Background: an optimization exercise with open tools, aiming at small area. Do not read the settings as production practice.
In this exercise RTL edits were held to simulation tests only and were not proved equivalent to the original.
Power and IR drop assume default switching activity.

File: constraint.sdc
create_clock -name core_clock -period 10.0 [get_ports {CLK}]
set_input_delay 2.0000 -clock core_clock [delete_from_list [all_inputs] [get_ports {CLK}]]
set_output_delay 2.0000 -clock core_clock [all_outputs]
set_load 0.01 [all_outputs]
File: standard.sh
#!/bin/bash
# synth_recipe.tcl (not shown) runs the flow's synth.tcl, then flattens the netlist and writes it again
# the make line also repeats each setting of config.mk as NAME=value (left out here)
make -C /OpenROAD-flow-scripts/flow DESIGN_CONFIG=/design/flow/config.mk WORK_HOME=/design/flow/orfs CLKGATE_MAP_FILE= SYNTH_SCRIPT=/design/flow/synth_recipe.tcl "${@:-finish}"
File: flow/run.sh
#!/bin/bash
# Layout flow: the standard ORFS flow (standard.sh, unchanged synthesis) with two settings
# changed through ORFS's own variables:
#  - clock tree: clkbuf_8 buffers, clusters of at most 18 sinks, no dummy loads
#  - port buffers: sky130_fd_sc_hd__buf_1 on every input and output port
# Each tool's full output stays in orfs/logs/ (ORFS's per-step logs) and in flow_make.log here.
set -euo pipefail
export CTS_ARGS="-sink_clustering_enable -repair_clock_nets -dont_use_dummy_load -buf_list sky130_fd_sc_hd__clkbuf_8 -sink_clustering_size 18 -sink_clustering_max_diameter 120"
export BUFFER_PORTS_ARGS="-buffer_cell sky130_fd_sc_hd__buf_1"
bash standard.sh > flow_make.log 2>&1
File: design.v
module serial_tx_box
(
input  wire        CLK,
input  wire        RST,
input  wire        PH,              
input  wire        I_STB,
input  wire [7:0]  I_DATA,
output wire        I_ACK,
output wire        O_TxD,
input  wire [15:0] CFG_CLK_DIV
);
reg  [7:0]  f0_data [31:0];      
reg  [5:0]  f0_cnt;              
reg  [7:0]  f1_data;             
reg         f1_rdy;
reg  [7:0]  tx_data;             
reg         tx_busy;             
reg  [6:0]  tx_cnt;              
reg         tx_bit;
integer     i;
genvar      g;
wire        f0_rdy  = f0_cnt[5];
wire        f0_full = (f0_cnt == 6'b10_0000);
wire        f0_ack  = ~f0_full && I_STB;
wire        sc_tic;
wire [3:0]  tx_bitn = tx_cnt[6:3];
wire        sc_lde  = sc_tic && (tx_cnt[2:0] == 3'h7);
wire        tx_last = (tx_bitn == 4'd12);                   
wire        tx_ack  = tx_busy && (tx_bitn == 4'd0) && sc_lde;
wire        f1_stb  = (tx_ack || ~f1_rdy) && f0_rdy;
wire        sc_clr  = ~tx_busy || tx_last;
wire        tx_shl  = sc_lde && (tx_bitn >= 4'd2);
assign      I_ACK   = f0_ack;
assign      O_TxD   = tx_bit;
wire [7:0]  f0_nxt [31:0];
wire [7:0]  f0_in    = I_DATA ^ {8{PH}};
wire        f0_ack_n = ~f0_ack;
ph_keep8 k0 (.q(f0_data[0]), .x(f0_in), .en(f0_ack), .en_n(f0_ack_n), .d(f0_nxt[0]));
generate for (g = 1; g < 32; g = g + 1) begin : fk
  ph_keep8 k (.q(f0_data[g]), .x(f0_data[g-1]), .en(f0_ack), .en_n(f0_ack_n), .d(f0_nxt[g]));
end endgenerate
always @(posedge CLK)
 for (i = 0; i < 32; i = i + 1) f0_data[i] <= f0_nxt[i];
wire [5:0]  f0_cnt_d;
wire        f0_chg = f0_ack ^ f1_stb;
updn6 uc (.q(f0_cnt), .t0(f0_chg), .dn(f0_ack), .d(f0_cnt_d));
always @(posedge CLK or posedge RST)
 if (RST)                        f0_cnt <= 6'h00;
 else                            f0_cnt <= f0_cnt_d;
wire [31:0] f0_pick;
wire [7:0]  f0_out;
dec32    dc (.a_n(f0_cnt[4:0]), .y(f0_pick));
mux32x8  mx (.d({f0_data[31], f0_data[30], f0_data[29], f0_data[28], f0_data[27], f0_data[26],
                  f0_data[25], f0_data[24], f0_data[23], f0_data[22], f0_data[21], f0_data[20],
                  f0_data[19], f0_data[18], f0_data[17], f0_data[16], f0_data[15], f0_data[14],
                  f0_data[13], f0_data[12], f0_data[11], f0_data[10], f0_data[9],  f0_data[8],
                  f0_data[7],  f0_data[6],  f0_data[5],  f0_data[4],  f0_data[3],  f0_data[2],
                  f0_data[1],  f0_data[0]}),
              .s(f0_pick), .y(f0_out));
wire [7:0]  f1_nxt;
wire        f1_stb_n = ~f1_stb;
ph_keep8 k1 (.q(f1_data), .x(f0_out), .en(f1_stb), .en_n(f1_stb_n), .d(f1_nxt));
always @(posedge CLK)            f1_data <= f1_nxt;
always @(posedge CLK or posedge RST)
 if (RST)                        f1_rdy <= 1'b0;
 else if (f1_stb)                f1_rdy <= 1'b1;
 else if (tx_ack)                f1_rdy <= 1'b0;
scaler16 sc (.CLK(CLK), .ld(sc_clr), .div(CFG_CLK_DIV), .tic(sc_tic));
always @(posedge CLK or posedge RST)
 if (RST)                        tx_busy <= 1'b0;
 else if (~tx_busy)              tx_busy <= f1_rdy;
 else if (tx_last)               tx_busy <= f1_rdy;
wire [6:0]  tx_cnt_d, tx_cnt_sn;
wire [6:0]  tx_cnt_t;
wire        tx_cnt_clr_n = ~sc_clr;
assign      tx_cnt_t[0] = sc_tic;
generate for (g = 0; g < 7; g = g + 1) begin : tx_cnt_b
  xnor2 x (.a(tx_cnt[g]), .b(tx_cnt_t[g]), .y(tx_cnt_sn[g]));
  if (g < 6) begin : c
    and2 a (.a(tx_cnt[g]), .b(tx_cnt_t[g]), .y(tx_cnt_t[g+1]));
  end
  if ((7'h07 >> g) & 1) begin : one
    nand2 c (.a(tx_cnt_clr_n), .b(tx_cnt_sn[g]), .y(tx_cnt_d[g]));
  end else begin : zero
    nor2  c (.a(sc_clr), .b(tx_cnt_sn[g]), .y(tx_cnt_d[g]));
  end
end endgenerate
always @(posedge CLK)            tx_cnt <= tx_cnt_d;
wire [7:0]  tx_nxtd;
wire        tx_hold = ~(tx_ack | tx_shl);
ph_keep3x8 ks (.q(tx_data), .h(tx_hold), .x(f1_data), .l(tx_ack), .s({tx_data[0], tx_data[7:1]}),
               .sh(tx_shl), .d(tx_nxtd));
always @(posedge CLK)            tx_data <= tx_nxtd;
wire        tx_nxt  = ~tx_busy ? 1'b1 :
                      (tx_bitn == 4'd1) ? 1'b0 :
                      (tx_bitn >= 4'd2 && tx_bitn <= 4'd9) ? (tx_data[0] ^ PH) : 1'b1;
always @(posedge CLK or posedge RST)
 if (RST)                        tx_bit <= 1'b1;
 else                            tx_bit <= tx_nxt;
endmodule
module serial_rx_box
(
input  wire        CLK,
input  wire        RST,
input  wire        PH,              
input  wire        I_RxD,
output wire        O_STB,
output wire [7:0]  O_DATA,
input  wire        O_ACK,
input  wire [15:0] CFG_CLK_DIV
);
reg  [7:0]  f0_data [31:0];      
reg  [5:0]  f0_cnt;              
reg  [7:0]  f1_data;             
reg         f1_rdy;
reg         rx_busy;             
reg  [6:0]  rx_cnt;              
reg  [3:0]  rx_filter_n;         
reg  [7:0]  rx_reg;              
integer     i;
genvar      g;
wire        rx_bit  = ~rx_filter_n[3];
wire        rx_idle = ~rx_busy;
wire [3:0]  rx_bitn = rx_cnt[6:3];
wire        sc_tic;
wire        sc_lde  = sc_tic && (rx_cnt[2:0] == 3'h7);
wire        f0_stb  = rx_busy && (rx_bitn == 4'd10);
wire        f0_rdy  = f0_cnt[5];
wire        f0_full = (f0_cnt == 6'b10_0000);
wire        f1_ack  = O_ACK && f1_rdy;
wire        f1_stb  = (f1_ack || ~f1_rdy) && f0_rdy;
wire        f0_wr   = f0_stb && (~f0_full || f1_stb);
assign      O_STB   = f1_rdy;
assign      O_DATA  = f1_data ^ {8{PH}};
scaler16 sc (.CLK(CLK), .ld(rx_idle), .div(CFG_CLK_DIV), .tic(sc_tic));
always @(posedge CLK or posedge RST)
 if (RST)                        rx_filter_n <= 4'h0;
 else                            rx_filter_n <= {rx_filter_n[2:0], ~I_RxD};
always @(posedge CLK or posedge RST)
 if (RST)                        rx_busy <= 1'b0;
 else if (rx_idle)               rx_busy <= ~rx_bit;
 else if (f0_stb)                rx_busy <= 1'b0;
wire [6:0]  rx_cnt_d, rx_cnt_sn;
wire [6:0]  rx_cnt_t;
wire        rx_cnt_clr_n = ~rx_idle;
assign      rx_cnt_t[0] = sc_tic;
generate for (g = 0; g < 7; g = g + 1) begin : rx_cnt_b
  xnor2 x (.a(rx_cnt[g]), .b(rx_cnt_t[g]), .y(rx_cnt_sn[g]));
  if (g < 6) begin : c
    and2 a (.a(rx_cnt[g]), .b(rx_cnt_t[g]), .y(rx_cnt_t[g+1]));
  end
  if ((7'h03 >> g) & 1) begin : one
    nand2 c (.a(rx_cnt_clr_n), .b(rx_cnt_sn[g]), .y(rx_cnt_d[g]));
  end else begin : zero
    nor2  c (.a(rx_idle), .b(rx_cnt_sn[g]), .y(rx_cnt_d[g]));
  end
end endgenerate
always @(posedge CLK)            rx_cnt <= rx_cnt_d;
wire        rx_sh   = sc_lde && (rx_bitn != 4'd9);
wire        rx_sh_n = ~rx_sh;
wire [7:0]  rx_nxt;
ph_keep8 kr (.q(rx_reg), .x({rx_bit ^ PH, rx_reg[7:1]}), .en(rx_sh), .en_n(rx_sh_n), .d(rx_nxt));
always @(posedge CLK)            rx_reg <= rx_nxt;
wire [7:0]  f0_nxt [31:0];
wire        f0_wr_n = ~f0_wr;
ph_keep8 k0 (.q(f0_data[0]), .x(rx_reg), .en(f0_wr), .en_n(f0_wr_n), .d(f0_nxt[0]));
generate for (g = 1; g < 32; g = g + 1) begin : fk
  ph_keep8 k (.q(f0_data[g]), .x(f0_data[g-1]), .en(f0_wr), .en_n(f0_wr_n), .d(f0_nxt[g]));
end endgenerate
always @(posedge CLK)
 for (i = 0; i < 32; i = i + 1) f0_data[i] <= f0_nxt[i];
wire [5:0]  f0_cnt_d;
wire        f0_chg = f0_wr ^ f1_stb;
updn6 uc (.q(f0_cnt), .t0(f0_chg), .dn(f0_wr), .d(f0_cnt_d));
always @(posedge CLK or posedge RST)
 if (RST)                        f0_cnt <= 6'h00;
 else                            f0_cnt <= f0_cnt_d;
wire [31:0] f0_pick;
wire [7:0]  f0_out;
dec32    dc (.a_n(f0_cnt[4:0]), .y(f0_pick));
mux32x8  mx (.d({f0_data[31], f0_data[30], f0_data[29], f0_data[28], f0_data[27], f0_data[26],
                  f0_data[25], f0_data[24], f0_data[23], f0_data[22], f0_data[21], f0_data[20],
                  f0_data[19], f0_data[18], f0_data[17], f0_data[16], f0_data[15], f0_data[14],
                  f0_data[13], f0_data[12], f0_data[11], f0_data[10], f0_data[9],  f0_data[8],
                  f0_data[7],  f0_data[6],  f0_data[5],  f0_data[4],  f0_data[3],  f0_data[2],
                  f0_data[1],  f0_data[0]}),
              .s(f0_pick), .y(f0_out));
wire [7:0]  f1_nxt;
wire        f1_stb_n = ~f1_stb;
ph_keep8 k1 (.q(f1_data), .x(f0_out), .en(f1_stb), .en_n(f1_stb_n), .d(f1_nxt));
always @(posedge CLK)            f1_data <= f1_nxt;
always @(posedge CLK or posedge RST)
 if (RST)                        f1_rdy <= 1'b0;
 else if (f1_stb)                f1_rdy <= 1'b1;
 else if (f1_ack)                f1_rdy <= 1'b0;
endmodule
module uart_box
(
input  wire        CLK,
input  wire        RST,
input  wire        I_STB,
input  wire [7:0]  I_DATA,
output wire        I_ACK,
output wire        O_TxD,
input  wire        I_RxD,
output wire        O_STB,
output wire [7:0]  O_DATA,
input  wire        O_ACK,
input  wire [15:0] CFG_CLK_DIV
);
reg ph;
always @(posedge CLK or posedge RST)
 if (RST)  ph <= 1'b0;
 else      ph <= ~ph;
serial_tx_box tx
(
.CLK        (CLK),
.RST        (RST),
.PH         (ph),
.I_STB      (I_STB),
.I_DATA     (I_DATA),
.I_ACK      (I_ACK),
.O_TxD      (O_TxD),
.CFG_CLK_DIV(CFG_CLK_DIV)
);
serial_rx_box rx
(
.CLK        (CLK),
.RST        (RST),
.PH         (ph),
.I_RxD      (I_RxD),
.O_STB      (O_STB),
.O_DATA     (O_DATA),
.O_ACK      (O_ACK),
.CFG_CLK_DIV(CFG_CLK_DIV)
);
endmodule
module ph_keep8
(
input  wire [7:0]  q,
input  wire [7:0]  x,
input  wire        en,
input  wire        en_n,
output wire [7:0]  d
);
genvar g;
generate for (g = 0; g < 8; g = g + 1) begin : b
  oai22 c (.a1(q[g]), .a2(en), .b1(x[g]), .b2(en_n), .y(d[g]));
end endgenerate
endmodule
module ph_keep3x8
(
input  wire [7:0]  q,
input  wire        h,
input  wire [7:0]  x,
input  wire        l,
input  wire [7:0]  s,
input  wire        sh,
output wire [7:0]  d
);
genvar g;
generate for (g = 0; g < 8; g = g + 1) begin : b
  aoi222 c (.a1(q[g]), .a2(h), .b1(x[g]), .b2(l), .c1(s[g]), .c2(sh), .y(d[g]));
end endgenerate
endmodule
module dec32
(
input  wire [4:0]  a_n,
output wire [31:0] y
);
wire [4:0] a;
wire [7:0] hi_n;
wire [3:0] lo_n;
genvar g;
generate for (g = 0; g < 5; g = g + 1) begin : i
  inv1 c (.a(a_n[g]), .y(a[g]));
end endgenerate
generate for (g = 0; g < 8; g = g + 1) begin : h
  nand3 c (.a(g & 1 ? a[2] : a_n[2]), .b(g & 2 ? a[3] : a_n[3]), .c(g & 4 ? a[4] : a_n[4]), .y(hi_n[g]));
end endgenerate
generate for (g = 0; g < 4; g = g + 1) begin : l
  nand2 c (.a(g & 1 ? a[0] : a_n[0]), .b(g & 2 ? a[1] : a_n[1]), .y(lo_n[g]));
end endgenerate
generate for (g = 0; g < 32; g = g + 1) begin : d
  nor2 c (.a(hi_n[g / 4]), .b(lo_n[g % 4]), .y(y[g]));
end endgenerate
endmodule
module scaler16
(
input  wire        CLK,
input  wire        ld,
input  wire [15:0] div,
output wire        tic
);
reg  [15:0] q;
wire [15:0] d;
wire [15:0] t;                   
wire [15:0] s_n;                 
wire        load, load_n;
assign t[1]   = q[0];
assign s_n[0] = q[0];
genvar g;
generate for (g = 1; g < 16; g = g + 1) begin : b
  xnor2 x (.a(q[g]), .b(t[g]), .y(s_n[g]));
  if (g < 15) begin : c
    and2 a (.a(q[g]), .b(t[g]), .y(t[g+1]));
  end
end endgenerate
generate for (g = 0; g < 16; g = g + 1) begin : m
  oai22 o (.a1(s_n[g]), .a2(load), .b1(div[g]), .b2(load_n), .y(d[g]));
end endgenerate
assign tic    = (q == 16'hFFFE);
assign load   = ld | tic;
assign load_n = ~load;
always @(posedge CLK) q <= d;
endmodule
module mux32x8
(
input  wire [255:0] d,
input  wire [31:0]  s,
output wire [7:0]   y
);
genvar g, k;
generate for (g = 0; g < 8; g = g + 1) begin : b
  wire [11:0] p_n;
  wire [2:0]  q;
  for (k = 0; k < 10; k = k + 1) begin : p
    aoi222 c (.a1(d[(3*k)*8+g]), .a2(s[3*k]), .b1(d[(3*k+1)*8+g]), .b2(s[3*k+1]),
              .c1(d[(3*k+2)*8+g]), .c2(s[3*k+2]), .y(p_n[k]));
  end
  nand2 c30 (.a(d[30*8+g]), .b(s[30]), .y(p_n[10]));
  nand2 c31 (.a(d[31*8+g]), .b(s[31]), .y(p_n[11]));
  for (k = 0; k < 3; k = k + 1) begin : r
    nand4 c (.a(p_n[4*k]), .b(p_n[4*k+1]), .c(p_n[4*k+2]), .d(p_n[4*k+3]), .y(q[k]));
  end
  or3 c (.a(q[0]), .b(q[1]), .c(q[2]), .y(y[g]));
end endgenerate
endmodule
module oai22
(
input  wire a1, a2, b1, b2,
output wire y
);
assign y = ~((a1 | a2) & (b1 | b2));
endmodule
module aoi222
(
input  wire a1, a2, b1, b2, c1, c2,
output wire y
);
assign y = ~((a1 & a2) | (b1 & b2) | (c1 & c2));
endmodule
module nor2
(
input  wire a, b,
output wire y
);
assign y = ~(a | b);
endmodule
module nand4
(
input  wire a, b, c, d,
output wire y
);
assign y = ~(a & b & c & d);
endmodule
module inv1
(
input  wire a,
output wire y
);
assign y = ~a;
endmodule
module nand2
(
input  wire a, b,
output wire y
);
assign y = ~(a & b);
endmodule
module and2
(
input  wire a, b,
output wire y
);
assign y = a & b;
endmodule
module and3
(
input  wire a, b, c,
output wire y
);
assign y = a & b & c;
endmodule
module xnor2
(
input  wire a, b,
output wire y
);
assign y = ~(a ^ b);
endmodule
module mux2i
(
input  wire a0, a1, s,
output wire y
);
assign y = ~(s ? a1 : a0);
endmodule
module nand3
(
input  wire a, b, c,
output wire y
);
assign y = ~(a & b & c);
endmodule
module or3
(
input  wire a, b, c,
output wire y
);
assign y = a | b | c;
endmodule
module updn6
(
input  wire [5:0] q,
input  wire       t0,
input  wire       dn,
output wire [5:0] d
);
wire [5:0] t;
wire [4:0] p;
assign t[0] = t0;
genvar g;
generate for (g = 0; g < 6; g = g + 1) begin : b
  xor2 s (.a(q[g]), .b(t[g]), .y(d[g]));
  if (g < 5) begin : c
    xor2 x (.a(q[g]), .b(dn), .y(p[g]));
    and2 a (.a(t[g]), .b(p[g]), .y(t[g+1]));
  end
end endgenerate
endmodule
module xor2
(
input  wire a, b,
output wire y
);
assign y = a ^ b;
endmodule
File: config.mk
export PLATFORM = sky130hd
export DESIGN_NAME = uart_box
export DESIGN_NICKNAME = uart_box
export VERILOG_FILES = /design/flow/design.v
export SDC_FILE = /design/flow/constraint.sdc
export NUM_CORES = 4
export LEC_CHECK = 0
export CAP_MARGIN = 20
export CORE_MARGIN = 2
export CORE_UTILIZATION = 70
export CTS_BUF_LIST = sky130_fd_sc_hd__clkbuf_8
export CTS_CLUSTER_DIAMETER = 120
export CTS_CLUSTER_SIZE = 16
export SLEW_MARGIN = 20
export SYNTH_HIERARCHICAL = 1
==> results of run 1 <==
## per-module statistics from Yosys, one instance, submodules excluded, a selection
module         times used  cells inside  area (sq um)  flops+latches
serial_rx_box           1           325          6110            291
uart_box                1             3          32.5              1
aoi222                168             1          10.0              0
xor2                   22             1          8.76              0
and2                   50             1          6.26              0
or3                    16             1          6.26              0
## power by group
part / internal, mW / switching, mW
Sequential: 2.83 / 0.356
Combinational: 0.396 / 0.596
Clock: 0.354 / 0.698
Total: 3.58 / 1.65
## area by class of cell
type                       count  area, sq um  share of cell area
clock buffer                  39          537              0.0251
timing repair buffer          49          267              0.0124
tap                          384          480              0.0224
sequential                   612        12400               0.577
multi-input combinational   1120         7670               0.358
inverter                      26          106             0.00496
## synth_stat cells, drive strengths merged
| master | count | area share |
|---|---|---|
| a21o | 1 | 0.00037 |
| a222oi | 168 | 0.084 |
| a22oi | 1 | 0.00037 |
| a31o | 2 | 0.00087 |
| a31oi | 1 | 0.00031 |
| and2 | 51 | 0.016 |
| and3 | 1 | 0.00031 |
| buf | 2 | 0.00050 |
| clkinv | 1 | 0.00025 |
| dfrtp | 21 | 0.026 |
| dfstp | 1 | 0.0013 |
| dfxtp | 590 | 0.59 |
| inv | 25 | 0.0047 |
| nand2 | 49 | 0.0092 |
| nand2b | 3 | 0.0011 |
| nand3 | 16 | 0.0040 |
| nand4 | 56 | 0.018 |
| nand4b | 2 | 0.00087 |
| nor2 | 76 | 0.014 |
| nor2b | 2 | 0.00075 |
| nor3 | 2 | 0.00050 |
| nor4 | 2 | 0.00062 |
| nor4b | 1 | 0.00044 |
| o21a | 1 | 0.00037 |
| o21ai | 3 | 0.00075 |
| o22ai | 568 | 0.18 |
| o31ai | 3 | 0.0018 |
| o41a | 2 | 0.0011 |
| o41ai | 3 | 0.0022 |
| or2b | 1 | 0.00037 |
| or3 | 17 | 0.0055 |
| or3b | 1 | 0.00044 |
| or4 | 2 | 0.0011 |
| xnor2 | 47 | 0.020 |
| xor2 | 38 | 0.017 |
## cells in the final DEF (no fill, tap or decap), types with 2 or more instances in the layout
| master | instances |
|---|---|
| sky130_fd_sc_hd__o41ai_2 | 2 |
| sky130_fd_sc_hd__clkbuf_8 | 39 |
| sky130_fd_sc_hd__buf_1 | 39 |
| sky130_fd_sc_hd__nand2_1 | 49 |
| sky130_fd_sc_hd__o21ai_0 | 2 |
| sky130_fd_sc_hd__dfxtp_1 | 590 |
| sky130_fd_sc_hd__nor4_1 | 2 |
| sky130_fd_sc_hd__nand4_1 | 55 |
| sky130_fd_sc_hd__and2_1 | 47 |
| sky130_fd_sc_hd__nand3_1 | 16 |
| sky130_fd_sc_hd__nand4b_1 | 2 |
| sky130_fd_sc_hd__o41a_1 | 2 |
| sky130_fd_sc_hd__or3_1 | 16 |
| sky130_fd_sc_hd__a222oi_1 | 168 |
| sky130_fd_sc_hd__and2_4 | 4 |
| sky130_fd_sc_hd__buf_12 | 2 |
| sky130_fd_sc_hd__dfrtp_1 | 20 |
| sky130_fd_sc_hd__or4_4 | 2 |
| sky130_fd_sc_hd__buf_4 | 7 |
| sky130_fd_sc_hd__xor2_1 | 38 |
| sky130_fd_sc_hd__o22ai_1 | 568 |
| sky130_fd_sc_hd__o31ai_1 | 2 |
| sky130_fd_sc_hd__xnor2_1 | 47 |
| sky130_fd_sc_hd__inv_1 | 24 |
| sky130_fd_sc_hd__nor2_1 | 75 |
| sky130_fd_sc_hd__nor3_1 | 2 |
| sky130_fd_sc_hd__nand2b_1 | 2 |
## how the worst max path moves through the flow
stage,start,end,slack (ps),depth (start not counted)
final,I_STB,I_ACK,5170,4
after global routing,I_STB,I_ACK,5090,4
after CTS,I_STB,I_ACK,5170,4
after detailed placement,I_STB,I_ACK,5170,4
after global placement,I_STB,I_ACK,5190,4
after floorplan,tx.f0_cnt[0]$_DFF_PP0_,I_ACK,-4590,3
## metal layers
layer  wire [um]  global-route usage  share of wire
met1       20200               0.410           0.43
met2       22200               0.480           0.47
met3        2670              0.0336          0.057
met4        2080               0.133          0.044
met5           0                   0              0
## cell families (layout without fill, tap and decap cells)
logic type | count (synthesis) | count (layout) | synth area share
simple gates | 282 | 282 | 0.0735
compound gates | 753 | 753 | 0.269
buf+inv | 28 | 114 | 0.00542
flops | 612 | 612 | 0.615
xor+xnor | 85 | 85 | 0.0370
==> key figures, run 1 <==
Yosys
  • Post-synthesis area per instance: 11.4 sq um
  • Yosys warnings: 14
  • Post-Syn Instances: 1,760
  • Post-Syn Area: 20,100 sq um
  • Post-synthesis cell type count: 44
  • Share of synthesized area occupied by flip-flops and latches: 0.615
  • Flip-flop and latch count after synthesis: 612
  • Post-synth net total: 1,789

Final layout
  • Number of filler instances in the final layout: 2,045
  • Utilization after layout: 0.753
  • Antenna cells: 0
  • Final net count: 1,877
  • Count of non-filler cells in the finished layout: 2,230
  • Summed area of non-filler cells in the final layout: 21,400 sq um
  • Growth of design area from synthesis to finish: 6.62%
  • Leading registers by flop count: rx.f0_data: 256 flops, tx.f0_data: 256 flops
  • Fraction of layout cells with a size suffix above 1: 0.0385

CTS
  • H-tree Lvls: 2
  • Post-CTS Hold Fix Bufs: 0
  • Clock latency reported for the late side of the worst-skew pair: 590 ps
  • Clock root buffer: sky130_fd_sc_hd__clkbuf_8
  • Maximum clock insertion buffer count: 3
  • Clock tree from TritonCTS: done
  • Clock sink count: 612
  • Clock transition at the registers of the reported paths: 110 ps
  • Clock buffers created by TritonCTS: 39
  • Quantity of gates resized following cts: 0
  • Setup Fix Bufs, Post-CTS: 0

Pwr
  • Leakage Power: 7.65 nW
  • PD cells: 244 nW/um^2
  • Total power consumption of the routed design: 5.23 mW
  • Peak ir drop on the vdd network: 0.140 mV

Worst setup path
  • Worst reg2reg path startpoint: tx.f0_cnt[0]$_DFF_PP0_
  • Max incr delay on CP: 340 ps
  • Launching element type of the critical path: input port
  • Largest fanout on the critical path: 80
  • Most used cell along the critical path: sky130_fd_sc_hd__buf_1
  • Delay-heaviest family, CP: buffers and inverters
  • Sort of element at the end of the critical path: output port
  • CP Buf/Inv Count: 3
  • Crit Reg-Reg Endpoint: tx.f0_cnt[5]$_DFF_PP0_
  • Worst Path Required: 8000 ps
  • Register-to-register setup slack: 6500 ps
  • Cell with the largest stage delay on the worst path: sky130_fd_sc_hd__inv_8
  • Arrival time reported for the critical path endpoint: 2830 ps
  • Worst setup path class: in -> out
  • Number of cell instances on the worst register-to-register path: 10
  • Worst-path cell chain: buf_1 > o31ai_4 > inv_8 > buf_1

Drt
  • Total via count after detailed routing: 16,000
  • Post-Route WL: 47,200 um
  • Residual antenna-violating net count after detailed routing: 0
  • DRC Markers: 0
  • Vias per cell: 7.19
  • Routed WL per cell: 21.2 um
  • Total iterations of the first detailed-routing run: 12
  • Drt first-iter violations: 2,313

Global route
  • Global-route wire length before repair: 74,800 um
  • Number of antenna violations at the first check in global routing: 1
  • Via count of the first global-routing pass: 14,600
  • Pin count of the biggest net entering global routing: 262
  • Global-route total usage across every layer: 0.298
  • Remaining global-route overflow: 0

Die
  • Die width: 173 um
  • Floorplan row count: 62
  • Starting Density: 0.706
  • I/O Pins: 40
  • Core ar.: 28,500 sq um
  • Die height: 173 um
  • Total Die Area: 30,100 sq um

Min path
  • Classification of the worst-slack hold path: reg -> reg
  • Endpoint, Worst Hold: rx.rx_filter_n[1]$_DFF_PP0_
  • Hold Path Cell Cnt: 0
  • Worst Min Path Start: rx.rx_filter_n[0]$_DFF_PP0_

Timing
  • Post-route clock skew: 31.6 ps
  • Final setup violation count: 0
  • Max-slew violations: 0
  • Fraction of the cycle the final worst path needs: 0.483
  • Worst Hold Slack: 356 ps
  • Max-slew headroom at the worst pin: 0.115
  • Fin. Hold Viols: 0
  • Unrepaired setup endpoints after global routing: no
  • Maximum clock rate: 207 MHz
  • Final Worst Setup Slack: 5170 ps
  • Total negative slack: 0 ps
  • Final critical delay including setup and external delays: 4830 ps
  • Worst Max-Slew Pin Slew: 1330 ps

Placement
  • Area after DPL: 20,900 sq um
  • Port Buffer Count: 39
  • Cell Count Post-Placement: 2,190
  • Estimated wirelength of the detail-placed design: 30,200 um
  • Pre-CTS setup slack: 5170 ps
  • Final weighted congestion in routability-driven placement: 0.879

Run status
  • Run status: timing/DRC/antenna clean

Job
  • Maximum Capacitance Violations: 0
==> inputs of run 2 (changes only) <==
--- a/design.v
+++ b/design.v
@@ -309,9 +309,17 @@
 generate for (g = 0; g < 16; g = g + 1) begin : m
   oai22 o (.a1(s_n[g]), .a2(load), .b1(div[g]), .b2(load_n), .y(d[g]));
 end endgenerate
-assign tic    = (q == 16'hFFFE);
-assign load   = ld | tic;
-assign load_n = ~load;
+wire [3:0] z_n;
+wire [1:0] z;
+nand4  n0 (.a(q[15]), .b(q[14]), .c(q[13]), .d(q[12]), .y(z_n[3]));
+nand4  n1 (.a(q[11]), .b(q[10]), .c(q[9]),  .d(q[8]),  .y(z_n[2]));
+nand4  n2 (.a(q[7]),  .b(q[6]),  .c(q[5]),  .d(q[4]),  .y(z_n[1]));
+nand4b n3 (.a_n(q[0]), .b(q[1]), .c(q[2]),  .d(q[3]),  .y(z_n[0]));
+nor2   o0 (.a(z_n[3]), .b(z_n[2]), .y(z[1]));
+nor2   o1 (.a(z_n[1]), .b(z_n[0]), .y(z[0]));
+and2   a0 (.a(z[1]), .b(z[0]), .y(tic));
+nor2   l0 (.a(ld), .b(tic), .y(load_n));
+inv1   l1 (.a(load_n), .y(load));
 always @(posedge CLK) q <= d;
 endmodule
 module mux32x8
@@ -446,3 +454,10 @@
 );
 assign y = a ^ b;
 endmodule
+module nand4b
+(
+input  wire a_n, b, c, d,
+output wire y
+);
+assign y = ~(~a_n & b & c & d);
+endmodule
==> key figures, run 2 <==
Pwr
  • Peak ir drop on the vdd network: 0.143 mV
  • PD cells: 243 nW/um^2
  • Leakage Power: 7.66 nW

Timing
  • Final Worst Setup Slack: 4920 ps
  • Max-slew violations: 0
  • Unrepaired setup endpoints after global routing: no
  • Maximum clock rate: 197 MHz
  • Post-route clock skew: 43.5 ps
  • Max-slew headroom at the worst pin: 0.240
  • Fraction of the cycle the final worst path needs: 0.508
  • Worst Max-Slew Pin Slew: 1140 ps
  • Final critical delay including setup and external delays: 5080 ps
  • Final setup violation count: 0
  • Fin. Hold Viols: 0

CTS
  • Quantity of gates resized following cts: 0
  • Clock root buffer: sky130_fd_sc_hd__clkbuf_8
  • Maximum clock insertion buffer count: 3
  • Clock tree from TritonCTS: done
  • Clock buffers created by TritonCTS: 39
  • Post-CTS Hold Fix Bufs: 0
  • Setup Fix Bufs, Post-CTS: 0
  • Clock sink count: 612
  • Clock latency reported for the late side of the worst-skew pair: 590 ps
  • Clock transition at the registers of the reported paths: 100 ps
  • H-tree Lvls: 2

Final layout
  • Fraction of layout cells with a size suffix above 1: 0.0373
  • Commonest non-fill, non-tap cell in the layout: sky130_fd_sc_hd__dfxtp_1
  • Antenna cells: 0
  • Number of filler instances in the final layout: 1,977
  • Commonest non-fill, non-tap cells in the layout: sky130_fd_sc_hd__dfxtp_1, sky130_fd_sc_hd__o22ai_1, sky130_fd_sc_hd__a222oi_1, sky130_fd_sc_hd__nor2_1, sky130_fd_sc_hd__nand4_1
  • Growth of design area from synthesis to finish: 6.49%
  • Leading registers by flop count: rx.f0_data: 256 flops, tx.f0_data: 256 flops
  • Final net count: 1,879
  • Count of non-filler cells in the finished layout: 2,226

Yosys
  • Async S/R FF share, synth: 0.0359
  • Largest cells by area after synthesis: sky130_fd_sc_hd__dfxtp_1, sky130_fd_sc_hd__o22ai_1, sky130_fd_sc_hd__a222oi_1
  • Post-synth net total: 1,791
  • Flip-flop and latch count after synthesis: 612
  • Top-count cell post-synth: sky130_fd_sc_hd__dfxtp_1
  • Fraction of post-synthesis cell area in the top cell type by area: 0.588
  • Post-synthesis cell type with the largest combined area: sky130_fd_sc_hd__dfxtp_1
  • Yosys warnings: 14
  • Post-Syn Area: 20,100 sq um
  • Post-synthesis area per instance: 11.4 sq um
  • Post-Syn Instances: 1,762
  • EDFF count, synth: 0
  • Cell types with the highest counts after synthesis: sky130_fd_sc_hd__dfxtp_1, sky130_fd_sc_hd__o22ai_1, sky130_fd_sc_hd__a222oi_1, sky130_fd_sc_hd__nor2_1, sky130_fd_sc_hd__nand4_1
  • Post-synthesis cell type count: 41
  • Share of synthesized area occupied by flip-flops and latches: 0.616
  • Most used flip-flop cell after synthesis: sky130_fd_sc_hd__dfxtp_1

Global route
  • Via count of the first global-routing pass: 14,500
  • Global-route total usage across every layer: 0.292
  • Pin count of the biggest net entering global routing: 258
  • Global-route wire length before repair: 73,400 um
  • Number of antenna violations at the first check in global routing: 0
  • Remaining global-route overflow: 0

Worst setup path
  • Worst Path Required: 8000 ps
  • Launching element type of the critical path: input port
  • Arrival time reported for the critical path endpoint: 3080 ps
  • Worst setup path class: in -> out
  • Sort of element at the end of the critical path: output port
  • Largest fanout on the critical path: 160

Die
  • I/O Pins: 40
  • Die height: 173 um
  • Starting Density: 0.717
  • Core ar.: 28,000 sq um
  • Floorplan row count: 61
  • Total Die Area: 30,100 sq um
  • Die width: 173 um

Drt
  • Total iterations of the first detailed-routing run: 10
  • Post-Route WL: 45,700 um
  • Routed WL per cell: 20.5 um
  • DRC Markers: 0
  • Drt first-iter violations: 2,115
  • Residual antenna-violating net count after detailed routing: 0
  • Vias per cell: 7.14
  • Total via count after detailed routing: 15,900

Placement
  • Pre-CTS setup slack: 4600 ps
  • Cell Count Post-Placement: 2,186
  • Final weighted congestion in routability-driven placement: 0.851
  • Estimated wirelength of the detail-placed design: 29,300 um
  • Port Buffer Count: 39

Min path
  • Classification of the worst-slack hold path: reg -> reg

Run status
  • Run status: timing/DRC/antenna clean

Job
  • Maximum Capacitance Violations: 0
-- run 2: cell count changes in the layout (fill, tap and decap cells not counted) --
cell,delta
sky130_fd_sc_hd__nor2_1,+6
sky130_fd_sc_hd__o41ai_2,-2
sky130_fd_sc_hd__nor4_1,-2
sky130_fd_sc_hd__buf_4,-1
sky130_fd_sc_hd__and2_1,+2
sky130_fd_sc_hd__buf_6,+2
sky130_fd_sc_hd__buf_12,-1
sky130_fd_sc_hd__o41a_1,-2
-- run 2: worst max-delay path, stage by stage --
cell and delay, ps:
sky130_fd_sc_hd__buf_1 110, sky130_fd_sc_hd__o31ai_4 120, sky130_fd_sc_hd__inv_8 590, sky130_fd_sc_hd__buf_1 210
-- run 2: layout make-up --
type	count	area (sq um)	area share
sequential	612	12400	0.578
timing repair buffer	49	262	0.0122
clock buffer	39	537	0.0251
multi-input combinational	1122	7640	0.357
tap	378	473	0.0221
inverter	26	106	0.00497
-- run 2: cell families after synthesis --
group	after synthesis	synth area share
buffers and inverters	28	0.00542
DFF	612	0.616
AOI/OAI and AO/OA	749	0.267
and+or+nand+nor	288	0.0747
xor gates and xnor gates	85	0.0371
-- run 2: final timing paths --
path	from	endpoint	slack [ps]	cells past startpoint
hold reg to reg	rx.rx_filter_n[2]$_DFF_PP0_	rx.rx_filter_n[3]$_DFF_PP0_	360	0
setup reg to reg	rx.f0_cnt[3]$_DFF_PP0_	rx.f0_data[6][0]$_DFF_P_	6180	6
setup / recovery	I_STB	I_ACK	4920	4
min in group asynchronous	RST	ph$_DFF_PP0_	1270	2
max in group asynchronous	RST	rx.rx_filter_n[0]$_DFF_PP0_	8220	2
hold / removal	rx.rx_filter_n[2]$_DFF_PP0_	rx.rx_filter_n[3]$_DFF_PP0_	360	0
-- run 2: Yosys stat by module, one instance, submodules excluded, a selection --
module / cells / copies in the design
xor2: 1 / 22
nand4b: 1 / 2
and2: 1 / 52
serial_tx_box: 324 / 1
nand4: 1 / 54
nor2: 1 / 79
scaler16: 16 / 2
uart_box: 3 / 1
oai22: 1 / 568
or3: 1 / 16
serial_rx_box: 325 / 1
xnor2: 1 / 44
aoi222: 1 / 168
nand3: 1 / 16
-- run 2: per-stage QoR --
stage | power [mW] | hold slack [ps] | cell area, sq um | setup TNS (ps) | utilization
floorplan | 3.83 | 331 | 20100 | -833400 | -
global placement | 4.12 | 341 | 20800 | 0 | 0.743
detailed placement | 4.18 | 340 | 20800 | 0 | 0.743
CTS | 5.19 | 366 | 21300 | 0 | 0.762
global route | 5.44 | 387 | 21400 | 0 | 0.763
finish | 5.20 | 362 | 21400 | 0 | 0.763
-- run 2: power breakdown --
part | total, mW | internal, mW | switching (mW)
combinational | 0.974 | 0.394 | 0.580
clock | 1.04 | 0.354 | 0.686
sequential | 3.18 | 2.83 | 0.350
-- run 2: metal layers --
layer  global-route usage  vias to the layer above  wire length (um)
met2                0.480                      504             22100
met5                    0                        -                 0
met1                0.405                     7744             20100
met3               0.0300                       87              2140
met4                0.101                        0              1360
li1                     -                     7554                 -
==> inputs of run 3 (changes only) <==
--- a/config.mk
+++ b/config.mk
@@ -7,7 +7,7 @@
 export LEC_CHECK = 0
 export CAP_MARGIN = 20
 export CORE_MARGIN = 2
-export CORE_UTILIZATION = 70
+export CORE_UTILIZATION = 80
 export CTS_BUF_LIST = sky130_fd_sc_hd__clkbuf_8
 export CTS_CLUSTER_DIAMETER = 120
 export CTS_CLUSTER_SIZE = 16
==> key figures, run 3 <==
Drt
  • Post-Route WL: 49,500 um
  • Drt first-iter violations: 2,561
  • Total via count after detailed routing: 16,700
  • DRC Markers: 0
  • Total iterations of the first detailed-routing run: 15
  • Residual antenna-violating net count after detailed routing: 0
  • Routed WL per cell: 22.8 um
  • Vias per cell: 7.67

CTS
  • Quantity of gates resized following cts: 0
  • Clock transition at the registers of the reported paths: 100 ps
  • Clock root buffer: sky130_fd_sc_hd__clkbuf_8
  • H-tree Lvls: 2
  • Clock sink count: 612
  • Post-CTS Hold Fix Bufs: 0
  • Setup Fix Bufs, Post-CTS: 0
  • Maximum clock insertion buffer count: 3
  • Clock buffers created by TritonCTS: 39
  • Clock latency reported for the late side of the worst-skew pair: 570 ps
  • Clock tree from TritonCTS: done

Final layout
  • Number of filler instances in the final layout: 1,267
  • Commonest non-fill, non-tap cell in the layout: sky130_fd_sc_hd__dfxtp_1
  • Fraction of layout cells with a size suffix above 1: 0.0368
  • Commonest non-fill, non-tap cells in the layout: sky130_fd_sc_hd__dfxtp_1, sky130_fd_sc_hd__o22ai_1, sky130_fd_sc_hd__a222oi_1, sky130_fd_sc_hd__nor2_1, sky130_fd_sc_hd__nand4_1
  • Final net count: 1,878
  • Leading registers by flop count: rx.f0_data: 256 flops, tx.f0_data: 256 flops
  • Growth of design area from synthesis to finish: 6.05%

Worst setup path
  • CP Buf/Inv Count: 3
  • Sort of element at the end of the critical path: output port
  • Launching element type of the critical path: input port
  • Max incr delay on CP: 400 ps
  • Worst setup path class: in -> out
  • Cell with the largest stage delay on the worst path: sky130_fd_sc_hd__inv_6
  • Most used cell along the critical path: sky130_fd_sc_hd__buf_1
  • Worst reg2reg path startpoint: rx.f0_cnt[3]$_DFF_PP0_
  • Arrival time reported for the critical path endpoint: 2910 ps
  • Worst Path Required: 8000 ps
  • Delay-heaviest family, CP: buffers and inverters
  • Worst-path cell chain: buf_1 > o31ai_4 > inv_6 > buf_1
  • Largest fanout on the critical path: 66
  • Critical path startpoint: I_STB

Placement
  • Pre-CTS setup slack: 5080 ps
  • Port Buffer Count: 39
  • Final weighted congestion in routability-driven placement: 0.864
  • Estimated wirelength of the detail-placed design: 31,800 um

Global route
  • Grt peak-use layer: met2
  • Global-route total usage across every layer: 0.362
  • GR Util met2: 0.605
  • Number of antenna violations at the first check in global routing: 2
  • Via count of the first global-routing pass: 15,400
  • Global-route wire length before repair: 77,900 um
  • Grt met3 use: 0.0451
  • Global-route met1 utilization: 0.468
  • Remaining global-route overflow: 0
  • Pin count of the biggest net entering global routing: 258

Yosys
  • Cell types with the highest counts after synthesis: sky130_fd_sc_hd__dfxtp_1, sky130_fd_sc_hd__o22ai_1, sky130_fd_sc_hd__a222oi_1, sky130_fd_sc_hd__nor2_1, sky130_fd_sc_hd__nand4_1
  • Post-Syn Instances: 1,762
  • Largest cells by area after synthesis: sky130_fd_sc_hd__dfxtp_1, sky130_fd_sc_hd__o22ai_1, sky130_fd_sc_hd__a222oi_1
  • Post-synth net total: 1,791
  • Post-synthesis cell type count: 41
  • Post-synthesis cell type with the largest combined area: sky130_fd_sc_hd__dfxtp_1
  • Yosys warnings: 14
  • Flip-flop and latch count after synthesis: 612
  • Async S/R FF share, synth: 0.0359
  • Most used flip-flop cell after synthesis: sky130_fd_sc_hd__dfxtp_1
  • Post-Syn Area: 20,100 sq um
  • Share of synthesized area occupied by flip-flops and latches: 0.616
  • Top-count cell post-synth: sky130_fd_sc_hd__dfxtp_1
  • Post-synthesis area per instance: 11.4 sq um
  • Fraction of post-synthesis cell area in the top cell type by area: 0.588
  • EDFF count, synth: 0

Pwr
  • Leakage Power: 7.65 nW
  • Peak ir drop on the vdd network: 0.179 mV
  • PD cells: 247 nW/um^2
  • Total power consumption of the routed design: 5.26 mW

Die
  • Starting Density: 0.821
  • Floorplan row count: 57
  • Total Die Area: 26,400 sq um
  • Core ar.: 24,500 sq um
  • Die width: 162 um
  • Die height: 162 um
  • I/O Pins: 40

Min path
  • Worst Min Path Start: rx.rx_filter_n[2]$_DFF_PP0_
  • Classification of the worst-slack hold path: reg -> reg

Job
  • Maximum Capacitance Violations: 0

Timing
  • Final setup violation count: 0
  • Final Worst Setup Slack: 5090 ps
  • Maximum clock rate: 204 MHz
  • Fin. Hold Viols: 0
  • Final critical delay including setup and external delays: 4910 ps
  • Max-slew headroom at the worst pin: 0.246
  • Worst Max-Slew Pin Slew: 1130 ps
  • Fraction of the cycle the final worst path needs: 0.491
  • Unrepaired setup endpoints after global routing: no
  • Max-slew violations: 0
  • Worst Hold Slack: 361 ps
  • Post-route clock skew: 20.1 ps

Run status
  • Run status: timing/DRC/antenna clean
-- run 3: report_power, final --
| part | internal (mW) | switching (mW) | total, mW |
|---|---|---|---|
| combinational | 0.395 | 0.619 | 1.01 |
| clock | 0.354 | 0.690 | 1.04 |
| sequential | 2.83 | 0.365 | 3.20 |
| total | 3.58 | 1.67 | 5.26 |
-- run 3: final timing paths --
kind	end	slack [ps]	cells past startpoint
max	I_ACK	5090	4
min	rx.rx_filter_n[3]$_DFF_PP0_	360	0
max reg2reg	rx.f0_data[17][4]$_DFF_P_	6780	5
min reg2reg	rx.rx_filter_n[3]$_DFF_PP0_	360	0
max in group asynchronous	rx.f0_cnt[1]$_DFF_PP0_	8190	2
min in group asynchronous	ph$_DFF_PP0_	1330	2
-- run 3: final cells by class --
type,count,area (sq um),share of cell area
repair buffers,48,239,0.0112
well taps,324,405,0.0190
diodes,1,2.50,0.000118
inverters,26,104,0.00488
flip-flops and latches,612,12400,0.581
clock buffers,39,537,0.0252
multi-input cells,1122,7640,0.359
-- run 3: kinds of logic (layout without fill, tap and decap cells) --
logic type / Yosys count / count (layout) / synth area share
buffers and inverters: 28 / 113 / 0.00542
AND/OR/NAND/NOR: 288 / 288 / 0.0747
other: 0 / 1 / 0
XOR/XNOR: 85 / 85 / 0.0371
flip-flops: 612 / 612 / 0.616
AO/OA/AOI/OAI: 749 / 749 / 0.267
-- run 3: Yosys stat by module (local to each module, per instance), a selection --
| module | flops+latches | copies in the design | cells inside | cell area [sq um] |
|---|---|---|---|---|
| oai22 | 0 | 568 | 1 | 6.26 |
| xor2 | 0 | 22 | 1 | 8.76 |
| serial_tx_box | 288 | 1 | 324 | 6110 |
| nand2 | 0 | 45 | 1 | 3.75 |
| nand3 | 0 | 16 | 1 | 5.00 |
| uart_box | 1 | 1 | 3 | 32.5 |
| nand4b | 0 | 2 | 1 | 8.76 |
| xnor2 | 0 | 44 | 1 | 8.76 |
| scaler16 | 16 | 2 | 16 | 320 |
| nor2 | 0 | 79 | 1 | 3.75 |
-- run 3: metrics by stage --
stage / cells / TNS, ps / util / instance area (sq um)
after floorplan: 1762 / -833400 / - / 20100
after global placement: 2132 / 0 / 0.848 / 20800
after detailed placement: 2132 / 0 / 0.848 / 20800
after CTS: 2171 / 0 / 0.870 / 21300
after global routing: 2171 / 0 / 0.870 / 21300
final: 2172 / 0 / 0.870 / 21300
-- run 3: layer usage --
metal | vias up | routed length, um
met3 | 160 | 3690
li1 | 7551 | -
met2 | 924 | 24000
met1 | 8025 | 19400
met4 | 2 | 2490
met5 | - | 11
-- run 3: worst register-to-register path, stage by stage, from the launching register on --
cell,delay [ps]
sky130_fd_sc_hd__dfrtp_1,500
sky130_fd_sc_hd__or4_4,560
sky130_fd_sc_hd__nor2_2,190
sky130_fd_sc_hd__a31o_4,640
sky130_fd_sc_hd__buf_4,860
sky130_fd_sc_hd__o22ai_1,290
==> inputs of run 4 (changes only) <==
==> flow/run.sh (replaced) <==
#!/bin/bash
# Layout flow: the standard ORFS flow (standard.sh, unchanged synthesis) with two settings
# changed through ORFS's own variables:
#  - clock tree: clkbuf_4 buffers, clusters of at most 10 sinks, no dummy loads
#  - port buffers: sky130_fd_sc_hd__buf_1 on every input and output port
# Each tool's full output stays in orfs/logs/ (ORFS's per-step logs) and in flow_make.log here.
set -euo pipefail
export CTS_ARGS="-sink_clustering_enable -repair_clock_nets -dont_use_dummy_load -buf_list sky130_fd_sc_hd__clkbuf_4 -sink_clustering_size 10 -sink_clustering_max_diameter 60"
export BUFFER_PORTS_ARGS="-buffer_cell sky130_fd_sc_hd__buf_1"
bash standard.sh > flow_make.log 2>&1
--- a/config.mk
+++ b/config.mk
@@ -7,7 +7,7 @@
 export LEC_CHECK = 0
 export CAP_MARGIN = 20
 export CORE_MARGIN = 2
-export CORE_UTILIZATION = 80
+export CORE_UTILIZATION = 70
 export CTS_BUF_LIST = sky130_fd_sc_hd__clkbuf_8
 export CTS_CLUSTER_DIAMETER = 120
 export CTS_CLUSTER_SIZE = 16
==> key figures, run 4 <==
Global route
  • Remaining global-route overflow: 0
  • Global-route wire length before repair: 74,300 um
  • Number of antenna violations at the first check in global routing: 1
  • Global-route total usage across every layer: 0.296
  • Via count of the first global-routing pass: 14,800
  • Pin count of the biggest net entering global routing: 258

Worst setup path
  • CP Buf/Inv Count: 3
  • Number of cell instances on the worst register-to-register path: 6
  • Worst setup path class: in -> out
  • Path length in cells of the critical path: 4
  • Max incr delay on CP: 590 ps
  • Delay-heaviest family, CP: buffers and inverters
  • Worst-path cell chain: buf_1 > o31ai_4 > inv_8 > buf_1
  • Cell with the largest stage delay on the worst path: sky130_fd_sc_hd__inv_8
  • Launching element type of the critical path: input port
  • Largest fanout on the critical path: 160
  • Arrival time reported for the critical path endpoint: 3100 ps
  • Most used cell along the critical path: sky130_fd_sc_hd__buf_1
  • Worst Path Required: 8000 ps
  • Sort of element at the end of the critical path: output port

CTS
  • Setup Fix Bufs, Post-CTS: 0
  • Clock latency reported for the late side of the worst-skew pair: 740 ps
  • Quantity of gates resized following cts: 0
  • H-tree Lvls: 3
  • Clock root buffer: sky130_fd_sc_hd__clkbuf_4
  • Clock buffers created by TritonCTS: 71
  • Post-CTS Hold Fix Bufs: 0
  • Clock sink count: 612
  • Clock transition at the registers of the reported paths: 100 ps
  • Clock tree from TritonCTS: done
  • Maximum clock insertion buffer count: 3

Yosys
  • Share of synthesized area occupied by flip-flops and latches: 0.616
  • Largest cells by area after synthesis: sky130_fd_sc_hd__dfxtp_1, sky130_fd_sc_hd__o22ai_1, sky130_fd_sc_hd__a222oi_1
  • Post-synthesis cell type with the largest combined area: sky130_fd_sc_hd__dfxtp_1
  • Post-synthesis area per instance: 11.4 sq um
  • Post-synth net total: 1,791
  • Cell types with the highest counts after synthesis: sky130_fd_sc_hd__dfxtp_1, sky130_fd_sc_hd__o22ai_1, sky130_fd_sc_hd__a222oi_1, sky130_fd_sc_hd__nor2_1, sky130_fd_sc_hd__nand4_1
  • Post-synthesis cell type count: 41
  • Most used flip-flop cell after synthesis: sky130_fd_sc_hd__dfxtp_1
  • Yosys warnings: 14
  • Flip-flop and latch count after synthesis: 612
  • Post-Syn Area: 20,100 sq um
  • Fraction of post-synthesis cell area in the top cell type by area: 0.588
  • Post-Syn Instances: 1,762
  • Async S/R FF share, synth: 0.0359
  • EDFF count, synth: 0
  • Top-count cell post-synth: sky130_fd_sc_hd__dfxtp_1

Run status
  • Run status: timing/DRC/antenna clean

Placement
  • Port Buffer Count: 39
  • Cell Count Post-Placement: 2,186
  • Final weighted congestion in routability-driven placement: 0.851
  • Estimated wirelength of the detail-placed design: 29,300 um

Timing
  • Total negative slack: 0 ps
  • Fraction of the cycle the final worst path needs: 0.510
  • Max-slew headroom at the worst pin: 0.226
  • Maximum clock rate: 196 MHz
  • Fin. Hold Viols: 0
  • Max-slew violations: 0
  • Final critical delay including setup and external delays: 5100 ps
  • Unrepaired setup endpoints after global routing: no
  • Final setup violation count: 0
  • Worst Hold Slack: 364 ps
  • Worst Max-Slew Pin Slew: 1160 ps
  • Post-route clock skew: 74.3 ps

Die
  • Core ar.: 28,000 sq um
  • Die width: 173 um
  • Total Die Area: 30,100 sq um
  • I/O Pins: 40
  • Starting Density: 0.717
  • Floorplan row count: 61
  • Die height: 173 um

Drt
  • Post-Route WL: 46,000 um
  • Vias per cell: 7.15
  • Drt first-iter violations: 2,137
  • Routed WL per cell: 20.4 um
  • Total iterations of the first detailed-routing run: 13
  • DRC Markers: 0
  • Total via count after detailed routing: 16,200
  • Residual antenna-violating net count after detailed routing: 0

Final layout
  • Count of non-filler cells in the finished layout: 2,260
  • Utilization after layout: 0.763
  • Growth of design area from synthesis to finish: 6.50%
  • Final net count: 1,911
  • Leading registers by flop count: rx.f0_data: 256 flops, tx.f0_data: 256 flops
  • Number of filler instances in the final layout: 2,014
  • Commonest non-fill, non-tap cells in the layout: sky130_fd_sc_hd__dfxtp_1, sky130_fd_sc_hd__o22ai_1, sky130_fd_sc_hd__a222oi_1, sky130_fd_sc_hd__nor2_1, sky130_fd_sc_hd__clkbuf_4
  • Commonest non-fill, non-tap cell in the layout: sky130_fd_sc_hd__dfxtp_1
  • Fraction of layout cells with a size suffix above 1: 0.0537

Pwr
  • Peak ir drop on the vdd network: 0.155 mV
  • Internal power: 3.56 mW
  • Leakage Power: 7.71 nW
  • Register share of total power: 0.612
  • Share of power burned in the clock network: 0.200
  • Total power consumption of the routed design: 5.20 mW
  • Comb pwr share: 0.188
  • PD cells: 243 nW/um^2
  • Switching power: 1.65 mW
  • Proportion of total power due to net switching: 0.316

Job
  • Maximum Capacitance Violations: 0

Min path
  • Hold Path Cell Cnt: 0
  • Classification of the worst-slack hold path: reg -> reg
run 4: per-layer routing:
layer,track usage,wire length [um],share of wire
met5,0,0,0
met1,0.403,19900,0.43
met4,0.115,1420,0.031
met2,0.485,22300,0.48
met3,0.0366,2440,0.053
run 4: Yosys stat by module (local to each module, per instance), a selection:
module,flip-flops and latches,cells inside,cell area [sq um]
nand4b,0,1,8.76
serial_rx_box,291,325,6110
inv1,0,1,3.75
oai22,0,1,6.26
xor2,0,1,8.76
nand2,0,1,3.75
nand4,0,1,6.26
nand3,0,1,5.00
nor2,0,1,3.75
xnor2,0,1,8.76
uart_box,1,3,32.5
aoi222,0,1,10.0
run 4: final timing paths:
path,from,to,slack (ps)
worst max-delay path,I_STB,I_ACK,4900
worst min-delay path,rx.rx_filter_n[2]$_DFF_PP0_,rx.rx_filter_n[3]$_DFF_PP0_,360
worst max register to register,rx.f0_cnt[0]$_DFF_PP0_,rx.f0_data[5][0]$_DFF_P_,6210
worst min register to register,rx.rx_filter_n[2]$_DFF_PP0_,rx.rx_filter_n[3]$_DFF_PP0_,360
max in group asynchronous,RST,rx.f0_cnt[5]$_DFF_PP0_,8330
min in group asynchronous,RST,ph$_DFF_PP0_,1150
run 4: cells by family after synthesis:
logic type | after synthesis | synth area share
buffers and inverters | 28 | 0.00542
flip-flops | 612 | 0.616
AND/OR/NAND/NOR | 288 | 0.0747
XOR/XNOR | 85 | 0.0371
AO/OA/AOI/OAI | 749 | 0.267
run 4: cell type report:
cell class / count / area, sq um / share of cell area
inverters: 26 / 106 / 0.00497
repair buffers: 49 / 262 / 0.0122
diodes: 2 / 5.00 / 0.000234
flip-flops and latches: 612 / 12400 / 0.578
clock buffers: 71 / 533 / 0.0249
well taps: 378 / 473 / 0.0221
multi-input cells: 1122 / 7640 / 0.357
run 4: stage by stage:
step,setup WS [ps],area (sq um)
after floorplan,-4590,20100
after global placement,4660,20800
after detailed placement,4600,20800
after CTS,4910,21300
after global routing,4810,21400
final,4900,21400
run 4: power groups by stage:
stage / registers [mW] / clock network (mW) / logic [mW]
6_report: 3.19 / 1.04 / 0.977
3_3_place_gp: 3.21 / 0 / 0.917
5_1_grt: 3.24 / 1.16 / 1.05
4_1_cts: 3.18 / 1.06 / 0.954
3_5_place_dp: 3.23 / 0 / 0.950
2_1_floorplan: 3.14 / 0 / 0.697

## afterwards: timing with drivers on the ports
How much do the figures lean on ideal ports? The routed layouts below were timed once more, with nothing changed but the port constraints. Step 1: set_driving_cell puts a clkbuf_16 on CLK and a buf_2 on each other input, an assumption about the parent block. Step 2 adds t to the input delays and takes it off the output delays; t is the mean of the earliest and latest rising clock arrival at the registers after step 1. Input paths then give back, and output paths get back, about the clock's delay inside the block. a / b / c = ideal / step 1 / step 2; a / b = the first two.
| run | t, ns | setup WS [ns] | worst setup path at the end | latest minus earliest clock arrival (ns) |
|---|---|---|---|---|
| run 1 | 0.619 | 5.171 / 5.145 / 5.145 | input to output | 0.034 / 0.034 |
| run 2 | 0.616 | 4.925 / 4.888 / 4.888 | input to output | 0.048 / 0.048 |
| run 3 | 0.609 | 5.090 / 5.070 / 5.070 | input to output | 0.025 / 0.025 |
| run 4 | 0.746 | 4.903 / 4.865 / 4.865 | input to output | 0.079 / 0.079 |
After both steps setup and hold are still met in every run listed. The setup slack of run 4, which loses most, moves by -0.038 ns with the drivers and by -0.038 ns with both steps.
